Source: an optimization exercise on an open RTL-to-GDS flow (aim: a short achievable clock period and few clock cycles). Production flows keep margins and buffers that such runs may drop.
Power and IR drop assume default switching activity.

==> maple: inputs <==
==> flow/design.v <==
module regn(R, Rin, Clock, Q);
	parameter n = 9;
	input wire [n-1:0] R;
	input wire Rin, Clock;
	output reg [n-1:0] Q;
	always @(posedge Clock)
		if (Rin)
			Q <= R;
endmodule
module dec3to8(W, En, Y);
	input wire [2:0] W;
	input wire En; 
	output reg [7:0] Y;
	always @(W or En) 
	begin
		if (En == 1)
			case (W)
				3'b111: Y = 8'b10000000;
				3'b110: Y = 8'b01000000;
				3'b101: Y = 8'b00100000;
				3'b100: Y = 8'b00010000;
				3'b011: Y = 8'b00001000;
				3'b010: Y = 8'b00000100;
				3'b001: Y = 8'b00000010;
				3'b000: Y = 8'b00000001; 
			endcase 
		else
			Y = 8'b00000000;
	 end
endmodule
module num_on_bits(num_in, one_hot);
	input wire [7:0] num_in;
	output wire [8:0] one_hot;
	wire [4:0] lo, hi;
	nib_count cl (.v(num_in[3:0]), .c(lo));
	nib_count ch (.v(num_in[7:4]), .c(hi));
	assign one_hot[0] = lo[0] & hi[0];
	assign one_hot[1] = (lo[1] & hi[0]) | (lo[0] & hi[1]);
	assign one_hot[2] = (lo[2] & hi[0]) | (lo[1] & hi[1]) | (lo[0] & hi[2]);
	assign one_hot[3] = (lo[3] & hi[0]) | (lo[2] & hi[1]) | (lo[1] & hi[2]) | (lo[0] & hi[3]);
	assign one_hot[4] = (lo[4] & hi[0]) | (lo[3] & hi[1]) | (lo[2] & hi[2]) | (lo[1] & hi[3]) | (lo[0] & hi[4]);
	assign one_hot[5] = (lo[4] & hi[1]) | (lo[3] & hi[2]) | (lo[2] & hi[3]) | (lo[1] & hi[4]);
	assign one_hot[6] = (lo[4] & hi[2]) | (lo[3] & hi[3]) | (lo[2] & hi[4]);
	assign one_hot[7] = (lo[4] & hi[3]) | (lo[3] & hi[4]);
	assign one_hot[8] = lo[4] & hi[4];
endmodule
module nib_count(v, c);
	input wire [3:0] v;
	output reg [4:0] c;
	always @*
		case (v)
			4'b0000: c = 5'b00001;
			4'b0001, 4'b0010, 4'b0100, 4'b1000: c = 5'b00010;
			4'b0011, 4'b0101, 4'b0110, 4'b1001, 4'b1010, 4'b1100: c = 5'b00100;
			4'b1111: c = 5'b10000;
			default: c = 5'b01000;
		endcase
endmodule
module ALU(instruction, input_a, input_b, shift_oh, result);
	input wire [8:0] input_a, input_b;
	input wire [2:0] instruction;
	input wire [8:0] shift_oh;    
	output wire [8:0] result;
	localparam MV = 3'b000, ADD = 3'b010, SUB = 3'b011, SLL = 3'b111, SRL = 3'b110;
	wire [7:0] a = input_a[7:0];
	wire [7:0] b = input_b[7:0];
	wire sa = input_a[8];
	wire sb = input_b[8];
	wire [7:0] cs;                        
	wire [7:0] gs_all, ps_all;
	ks_prefix8 u_s (.g(a & b), .p(a ^ b), .G(gs_all), .P(ps_all));
	assign cs = {gs_all[6:0], 1'b0};
	wire [7:0] sum = (a ^ b) ^ cs;
	wire [7:0] pd = ~(a ^ b);
	wire [7:0] gd = a & ~b;
	wire [7:0] Gd, Pd;
	ks_prefix8 u_d (.g(gd), .p(pd), .G(Gd), .P(Pd));
	wire [7:0] c0 = {Gd[6:0], 1'b0};               
	wire [7:0] c1 = {Gd[6:0] | Pd[6:0], 1'b1};     
	wire [7:0] amb = pd ^ c1;                      
	wire [7:0] bma = ~(pd ^ c0);                   
	wire lt = ~(Gd[7] | Pd[7]);                    
	reg [7:0] shl, shr;
	integer j, k;
	always @*
	begin
		shl = 8'b0;
		shr = 8'b0;
		for (j = 0; j < 8; j = j + 1)
			for (k = 0; k < 8; k = k + 1)
			begin
				if (k <= j)
					shl[j] = shl[j] | (a[j-k] & shift_oh[k]);
				if (j + k < 8)
					shr[j] = shr[j] | (a[j+k] & shift_oh[k]);
			end
	end
	wire is_add = (instruction == ADD);
	wire is_sub = (instruction == SUB);
	wire is_sll = (instruction == SLL);
	wire is_srl = (instruction == SRL);
	wire is_mv  = (instruction == MV);
	wire eq_s   = (sa == sb);
	wire use_sum  = (is_add & eq_s) | (is_sub & ~sa & sb);
	wire use_absd = (is_add & ~eq_s) | (is_sub & eq_s);
	wire use_bma  = is_sub & sa & ~sb;
	wire [7:0] base = ({8{use_sum}} & sum) | ({8{use_bma}} & bma)
	                | ({8{is_sll}} & shl) | ({8{is_srl}} & shr) | ({8{is_mv}} & b);
	wire [7:0] m_lt = base | ({8{use_absd}} & bma);
	wire [7:0] m_ge = base | ({8{use_absd}} & amb);
	wire sgn_static = (is_mv & sb) | ((is_add | is_sub | is_sll | is_srl) & sa);
	wire s_lt = use_absd ? ~(is_sub & sa) : sgn_static;
	wire s_ge = use_absd ?  (is_sub & sa) : sgn_static;
	assign result = lt ? {s_lt, m_lt} : {s_ge, m_ge};
endmodule
module ks_prefix8(g, p, G, P);
	input wire [7:0] g, p;
	output wire [7:0] G, P;
	wire [7:0] g1, p1, g2, p2;
	genvar i;
	generate
		for (i = 0; i < 8; i = i + 1) begin : l1
			if (i >= 1) begin
				assign g1[i] = g[i] | (p[i] & g[i-1]);
				assign p1[i] = p[i] & p[i-1];
			end else begin
				assign g1[i] = g[i];
				assign p1[i] = p[i];
			end
		end
		for (i = 0; i < 8; i = i + 1) begin : l2
			if (i >= 2) begin
				assign g2[i] = g1[i] | (p1[i] & g1[i-2]);
				assign p2[i] = p1[i] & p1[i-2];
			end else begin
				assign g2[i] = g1[i];
				assign p2[i] = p1[i];
			end
		end
		for (i = 0; i < 8; i = i + 1) begin : l3
			if (i >= 4) begin
				assign G[i] = g2[i] | (p2[i] & g2[i-4]);
				assign P[i] = p2[i] & p2[i-4];
			end else begin
				assign G[i] = g2[i];
				assign P[i] = p2[i];
			end
		end
	endgenerate
endmodule
module mux_10_to_1(DIN, R0, R1, R2, R3, R4, R5, R6, R7, G, sel, bus_out);
	input wire [8:0] DIN, R0, R1, R2, R3, R4, R5, R6, R7, G;
	input wire [9:0] sel;
	output wire [8:0] bus_out;
	parameter DIN_code = 10'b000000001, G_code = 10'b0000000010, R0_code = 10'b0000000100,
			  R1_code = 10'b0000001000, R2_code = 10'b0000010000, R3_code = 10'b0000100000,
			  R4_code = 10'b0001000000, R5_code = 10'b0010000000, R6_code = 10'b0100000000,
			  R7_code = 10'b1000000000;
	assign bus_out = (sel == DIN_code) ? DIN:
					 (sel == R0_code) ? R0:
					 (sel == R1_code) ? R1:
					 (sel == R2_code) ? R2:
					 (sel == R3_code) ? R3:
					 (sel == R4_code) ? R4:
					 (sel == R5_code) ? R5:
					 (sel == R6_code) ? R6:
					 (sel == R7_code) ? R7:
					 (sel == G_code) ? G:
					 DIN;  
endmodule
module cpu_top (DIN, Resetn, Clock, Run, Done, BusWires, debug_reg0, debug_reg1,
debug_reg2, debug_reg3, debug_reg4, debug_reg5, debug_reg6, debug_reg7);
	input wire [8:0] DIN;
	input wire Resetn, Clock, Run;
	output wire Done;
	output wire [8:0] BusWires;
	output wire [8:0] debug_reg0, debug_reg1;
	output wire [8:0] debug_reg2, debug_reg3, debug_reg4, debug_reg5, debug_reg6, debug_reg7;
	localparam mvi = 3'b001;
	reg [8:0] R [0:7];
	reg [8:0] SH [0:7];  
	reg       pend;      
	reg [2:0] pend_x;    
	wire [2:0] op = DIN[8:6];
	wire [2:0] X  = DIN[5:3];
	wire [2:0] Y  = DIN[2:0];
	wire [7:0] xd, yd;
	dec3to8 decX (X, 1'b1, xd);
	dec3to8 decY (Y, 1'b1, yd);
	reg [8:0] a, b, oh;
	integer n;
	always @*
	begin
		a = 9'b0;
		b = 9'b0;
		oh = 9'b0;
		for (n = 0; n < 8; n = n + 1)
		begin
			a = a | ({9{xd[n]}} & R[n]);
			b = b | ({9{yd[n]}} & R[n]);
			oh = oh | ({9{yd[n]}} & SH[n]);
		end
	end
	wire [8:0] alu_out;
	ALU alu (.instruction(op), .input_a(a), .input_b(b), .shift_oh(oh), .result(alu_out));
	wire run_exec = Run & ~pend & (op != mvi);
	wire run_mvi  = Run & ~pend & (op == mvi);
	assign Done     = run_exec | pend;
	assign BusWires = pend ? DIN : alu_out;
	wire [8:0] bus_oh;
	num_on_bits pc (.num_in(BusWires[7:0]), .one_hot(bus_oh));
	wire [2:0] wx = pend ? pend_x : X;
	integer i;
	always @(posedge Clock, negedge Resetn)
	begin
		if (!Resetn)
		begin
			pend <= 1'b0;
			pend_x <= 3'b0;
			for (i = 0; i < 8; i = i + 1)
			begin
				R[i] <= 9'b0;
				SH[i] <= 9'b1;
			end
		end
		else
		begin
			pend <= run_mvi;
			if (run_mvi)
				pend_x <= X;
			if (Done)
			begin
				R[wx] <= BusWires;
				SH[wx] <= bus_oh;
			end
		end
	end
	assign debug_reg0 = R[0];
	assign debug_reg1 = R[1];
	assign debug_reg2 = R[2];
	assign debug_reg3 = R[3];
	assign debug_reg4 = R[4];
	assign debug_reg5 = R[5];
	assign debug_reg6 = R[6];
	assign debug_reg7 = R[7];
endmodule
==> flow/run.sh <==
#!/bin/bash
# synth_recipe.tcl (not shown) runs the flow's synth.tcl, then flattens the netlist and writes it again
# the make line also repeats each setting of config.mk as NAME=value (left out here)
make -C /OpenROAD-flow-scripts/flow DESIGN_CONFIG=/design/flow/config.mk WORK_HOME=/design/flow/orfs CLKGATE_MAP_FILE= SYNTH_SCRIPT=/design/flow/synth_recipe.tcl finish
==> flow/config.mk <==
export PLATFORM = sky130hd
export DESIGN_NAME = cpu_top
export DESIGN_NICKNAME = cpu_top
export VERILOG_FILES = /design/flow/design.v
export SDC_FILE = /design/flow/constraint.sdc
export NUM_CORES = 4
export LEC_CHECK = 0
export CAP_MARGIN = 20
export CORE_MARGIN = 2
export CORE_UTILIZATION = 50
export PLACE_DENSITY = 0.7
export SETUP_SLACK_MARGIN = 3.5
export SLEW_MARGIN = 20
==> flow/constraint.sdc <==
create_clock -name core_clock -period 7.5 [get_ports {Clock}]
set_input_delay 1.5000 -clock core_clock [delete_from_list [all_inputs] [get_ports {Clock}]]
set_output_delay 1.5000 -clock core_clock [all_outputs]
set_load 0.01 [all_outputs]
==> indigo: changes against maple <==
==> flow/design.v, changed modules only <==
module dec3to8(W, Y);
	input wire [2:0] W;
	output wire [7:0] Y;
	assign Y = 8'b1 << W;
endmodule
module ALU(en, instruction, input_a, input_b, shift_oh, lt, result);
	input wire en;                 
	input wire [8:0] input_a, input_b;
	input wire [2:0] instruction;
	input wire [8:0] shift_oh;    
	input wire lt;                
	output wire [8:0] result;
	localparam MV = 3'b000, ADD = 3'b010, SUB = 3'b011, SLL = 3'b111, SRL = 3'b110;
	wire [7:0] a = input_a[7:0];
	wire [7:0] b = input_b[7:0];
	wire sa = input_a[8];
	wire sb = input_b[8];
	wire [7:0] cs;                        
	wire [7:0] gs_all, ps_all;
	ks_prefix8 u_s (.g(a & b), .p(a ^ b), .G(gs_all), .P(ps_all));
	assign cs = {gs_all[6:0], 1'b0};
	wire [7:0] sum = (a ^ b) ^ cs;
	wire [7:0] pd = ~(a ^ b);
	wire [7:0] gd = a & ~b;
	wire [7:0] Gd, Pd;
	ks_prefix8 u_d (.g(gd), .p(pd), .G(Gd), .P(Pd));
	wire [7:0] c0 = {Gd[6:0], 1'b0};               
	wire [7:0] c1 = {Gd[6:0] | Pd[6:0], 1'b1};     
	wire [7:0] amb = pd ^ c1;                      
	wire [7:0] bma = ~(pd ^ c0);                   
	reg [7:0] shl, shr;
	integer j, k;
	always @*
	begin
		shl = 8'b0;
		shr = 8'b0;
		for (j = 0; j < 8; j = j + 1)
			for (k = 0; k < 8; k = k + 1)
			begin
				if (k <= j)
					shl[j] = shl[j] | (a[j-k] & shift_oh[k]);
				if (j + k < 8)
					shr[j] = shr[j] | (a[j+k] & shift_oh[k]);
			end
	end
	wire is_add = en & (instruction == ADD);
	wire is_sub = en & (instruction == SUB);
	wire is_sll = en & (instruction == SLL);
	wire is_srl = en & (instruction == SRL);
	wire is_mv  = en & (instruction == MV);
	wire eq_s   = (sa == sb);
	wire use_sum  = (is_add & eq_s) | (is_sub & ~sa & sb);
	wire use_absd = (is_add & ~eq_s) | (is_sub & eq_s);
	wire use_bma  = is_sub & sa & ~sb;
	wire sel_sum = use_sum;
	wire sel_bma = use_bma | (use_absd & lt);
	wire sel_amb = use_absd & ~lt;
	wire [7:0] other = ({8{is_sll}} & shl) | ({8{is_srl}} & shr) | ({8{is_mv}} & b);
	assign result[7:0] = ({8{sel_sum}} & sum) | ({8{sel_bma}} & bma) | ({8{sel_amb}} & amb) | other;
	wire sgn_static = (is_mv & sb) | ((is_add | is_sub | is_sll | is_srl) & sa);
	assign result[8] = use_absd ? (lt ^ (is_sub & sa)) : sgn_static;
endmodule
module mag_lt(a, b, lt, gt);
	input wire [7:0] a, b;
	output wire lt, gt;
	wire [3:0] l1, g1;
	wire [1:0] l2, g2;
	genvar i;
	generate
		for (i = 0; i < 4; i = i + 1) begin : t1
			cmp2 c (.a(a[2*i+1:2*i]), .b(b[2*i+1:2*i]), .lt(l1[i]), .gt(g1[i]));
		end
		for (i = 0; i < 2; i = i + 1) begin : t2
			cmp_join j (.lh(l1[2*i+1]), .gh(g1[2*i+1]), .ll(l1[2*i]), .gl(g1[2*i]), .lt(l2[i]), .gt(g2[i]));
		end
	endgenerate
	cmp_join j3 (.lh(l2[1]), .gh(g2[1]), .ll(l2[0]), .gl(g2[0]), .lt(lt), .gt(gt));
endmodule
module cmp2(a, b, lt, gt);
	input wire [1:0] a, b;
	output wire lt, gt;
	assign lt = a < b;
	assign gt = a > b;
endmodule
module cmp_join(lh, gh, ll, gl, lt, gt);
	input wire lh, gh, ll, gl;
	output wire lt, gt;
	assign lt = lh | (~gh & ll);
	assign gt = gh | (~lh & gl);
endmodule
module mux_10_to_1(DIN, alu_out, pend, bus_out);
	input wire [8:0] DIN, alu_out;
	input wire pend;
	output wire [8:0] bus_out;
	assign bus_out = alu_out | ({9{pend}} & DIN);
endmodule
module cpu_top (DIN, Resetn, Clock, Run, Done, BusWires, debug_reg0, debug_reg1,
debug_reg2, debug_reg3, debug_reg4, debug_reg5, debug_reg6, debug_reg7);
	input wire [8:0] DIN;
	input wire Resetn, Clock, Run;
	output wire Done;
	output wire [8:0] BusWires;
	output wire [8:0] debug_reg0, debug_reg1;
	output wire [8:0] debug_reg2, debug_reg3, debug_reg4, debug_reg5, debug_reg6, debug_reg7;
	localparam mvi = 3'b001;
	reg [8:0] R [0:7];
	reg [8:0] SH [0:7];  
	reg       pend;      
	reg [2:0] pend_x;    
	wire [2:0] op = DIN[8:6];
	wire [2:0] X  = DIN[5:3];
	wire [2:0] Y  = DIN[2:0];
	wire [7:0] xd, yd, yd2;
	dec3to8 decX (X, xd);
	dec3to8 decY (Y, yd);
	dec3to8 decY2 (Y, yd2);
	reg [8:0] a, b, oh;
	integer n;
	always @*
	begin
		a = 9'b0;
		b = 9'b0;
		oh = 9'b0;
		for (n = 0; n < 8; n = n + 1)
		begin
			a = a | ({9{xd[n]}} & R[n]);
			b = b | ({9{yd[n]}} & R[n]);
			oh = oh | ({9{yd2[n]}} & SH[n]);
		end
	end
	wire [7:0] xd2, yd3;
	dec3to8 decX2 (X, xd2);
	dec3to8 decY3 (Y, yd3);
	wire [63:0] LT;
	wire [7:0] wxd;    
	reg lt_sel;
	integer p, q;
	always @*
	begin
		lt_sel = 1'b0;
		for (p = 0; p < 8; p = p + 1)
			for (q = 0; q < 8; q = q + 1)
				lt_sel = lt_sel | (xd2[p] & yd3[q] & LT[p*8+q]);
	end
	wire [8:0] alu_out;
	ALU alu (.en(~pend), .instruction(op), .input_a(a), .input_b(b), .shift_oh(oh), .lt(lt_sel), .result(alu_out));
	wire run_exec = Run & ~pend & (op != mvi);
	wire run_mvi  = Run & ~pend & (op == mvi);
	assign Done     = run_exec | pend;
	wire [8:0] wdata;
	mux_10_to_1 bus_port (.DIN(DIN), .alu_out(alu_out), .pend(pend), .bus_out(BusWires));
	mux_10_to_1 bus_write (.DIN(DIN), .alu_out(alu_out), .pend(pend), .bus_out(wdata));
	wire [8:0] wcmp;
	mux_10_to_1 bus_cmp (.DIN(DIN), .alu_out(alu_out), .pend(pend), .bus_out(wcmp));
	wire [8:0] bus_oh;
	num_on_bits pc (.num_in(wcmp[7:0]), .one_hot(bus_oh));
	wire [2:0] wx = pend ? pend_x : X;
	dec3to8 decW (wx, wxd);
	genvar gx, gy;
	generate
		for (gx = 0; gx < 8; gx = gx + 1) begin : g_ltx
			for (gy = 0; gy < 8; gy = gy + 1) begin : g_lty
				if (gx == gy) begin : g_same
					assign LT[gx*8+gy] = 1'b0;
				end else begin : g_pair
					reg lt_q;
					always @(posedge Clock, negedge Resetn)
						if (!Resetn)
							lt_q <= 1'b0;
						else if (Done & (wxd[gx] | wxd[gy]))
							lt_q <= wxd[gx] ? w_lt[gy] : w_gt[gx];
					assign LT[gx*8+gy] = lt_q;
				end
			end
		end
	endgenerate
	wire [7:0] w_lt, w_gt;
	genvar gj;
	generate
		for (gj = 0; gj < 8; gj = gj + 1) begin : g_cmp
			mag_lt c (.a(wcmp[7:0]), .b(R[gj][7:0]), .lt(w_lt[gj]), .gt(w_gt[gj]));
		end
	endgenerate
	integer i;
	always @(posedge Clock, negedge Resetn)
	begin
		if (!Resetn)
		begin
			pend <= 1'b0;
			pend_x <= 3'b0;
			for (i = 0; i < 8; i = i + 1)
			begin
				R[i] <= 9'b0;
				SH[i] <= 9'b1;
			end
		end
		else
		begin
			pend <= run_mvi;
			if (run_mvi)
				pend_x <= X;
			if (Done)
			begin
				R[wx] <= wdata;
				SH[wx] <= bus_oh;
			end
		end
	end
	assign debug_reg0 = R[0];
	assign debug_reg1 = R[1];
	assign debug_reg2 = R[2];
	assign debug_reg3 = R[3];
	assign debug_reg4 = R[4];
	assign debug_reg5 = R[5];
	assign debug_reg6 = R[6];
	assign debug_reg7 = R[7];
endmodule
--- a/flow/config.mk
+++ b/flow/config.mk
@@ -11,3 +11,5 @@
 export PLACE_DENSITY = 0.7
 export SETUP_SLACK_MARGIN = 3.5
 export SLEW_MARGIN = 20
+export SYNTH_HIERARCHICAL = 1
+export SYNTH_MINIMUM_KEEP_SIZE = 0
==> harbor: changes against maple <==
--- a/flow/config.mk
+++ b/flow/config.mk
@@ -11,3 +11,5 @@
 export PLACE_DENSITY = 0.7
 export SETUP_SLACK_MARGIN = 3.5
 export SLEW_MARGIN = 20
+export SYNTH_HIERARCHICAL = 1
+export SYNTH_MINIMUM_KEEP_SIZE = 0
==> qor summary <==
Finished Cell Area: harbor 0.01236 sq mm; indigo 0.02054 sq mm; maple 0.01289 sq mm
Metal3 WL: harbor 3.072 mm; indigo 5.784 mm; maple 3.486 mm
Met1 track demand over resource: harbor 46.73%; indigo 45.39%; maple 47.01%
Power Combinational: harbor 0.00189 W; indigo 0.00765 W; maple 0.00396 W
Number of multi-input logic gates: harbor 567; indigo 1085; maple 781
Clock power frac: harbor 22.4%; indigo 8.9%; maple 14.5%
Psw: harbor 0.001457 W; indigo 0.004906 W; maple 0.002746 W
Proportion of layout cells with a drive suffix above 1: harbor 46.36%; indigo 44.33%; maple 31.89%
Setup crit end: harbor BusWires[6]; indigo BusWires[7]; maple BusWires[8]
Routed via count divided by cell count: harbor 6.752; indigo 6.842; maple 6.491
Crit path launch: harbor DIN[0]; indigo DIN[3]; maple DIN[0]
Antenna violations before repair: harbor 0; indigo 1; maple 0
Share of cell area taken by multi-input logic gates: harbor 46.85%; indigo 52.44%; maple 46.16%
Clock tree cell share of total cell area: harbor 4.850%; indigo 2.790%; maple 4.774%
Clock Skews: harbor 0.01668 ns; indigo 0.01670 ns; maple 0.01291 ns
Post-route setup slack: harbor 1.327 ns; indigo 1.674 ns; maple 1.107 ns
Portion of the clock cycle consumed by the worst path in the final layout: harbor 82.31%; indigo 77.67%; maple 85.23%
Non-CTS inverters: harbor 31; indigo 146; maple 39
Count of non-CTS buffers in the layout: harbor 218; indigo 323; maple 228
Static leakage: harbor 5.589 nW; indigo 9.150 nW; maple 5.548 nW
Mapped Avg Cell Area: harbor 11.72 sq um; indigo 9.769 sq um; maple 9.040 sq um
Register area: harbor 0.003515 sq mm; indigo 0.004915 sq mm; maple 0.003513 sq mm
Status: harbor finished clean; indigo finished clean; maple finished clean
Placement Rows: harbor 49; indigo 63; maple 49
Number of clock sinks: harbor 140; indigo 196; maple 140
Layout filler cell count: harbor 1287; indigo 2018; maple 1303
Leading cell type in the layout, fill and taps excluded: harbor dfrtp_1; indigo dfrtp_1; maple nand2_1
No run of this note included a check of the RTL's function; only the layout flow was run.

==> what the ideal ports hide <==
In the flow no input, the clock included, has a driving cell. The finished layouts below were timed again as built, in two steps.
Step 1 (the two cells are an assumption about what drives the block):
set clk [get_ports {Clock}]
set_driving_cell -lib_cell sky130_fd_sc_hd__clkbuf_16 $clk
set_driving_cell -lib_cell sky130_fd_sc_hd__buf_2 [delete_from_list [all_inputs] $clk]
Step 2, shift: input delay + t, output delay - t, t = (earliest + latest rising clock arrival at the registers) / 2. This alone moves slack from input paths to output paths.
Three values: no drivers, after step 1, after step 2; two values: the first two.
run | t (ns) | slack for setup (ns) | clock arrival spread, ns | worst register clock-pin slew, ns
maple | 0.474 | 1.107 / 0.998 / 0.550 | 0.013 / 0.013 | 0.07 / 0.07
indigo | 0.502 | 1.674 / 1.523 / 1.216 | 0.017 / 0.017 | 0.09 / 0.09
harbor | 0.484 | 1.327 / 1.285 / 0.906 | 0.017 / 0.017 | 0.08 / 0.08
After both steps setup and hold are still met in every run listed. The setup slack of maple, which loses most, moves by -0.109 ns with the drivers and by -0.557 ns with both steps.
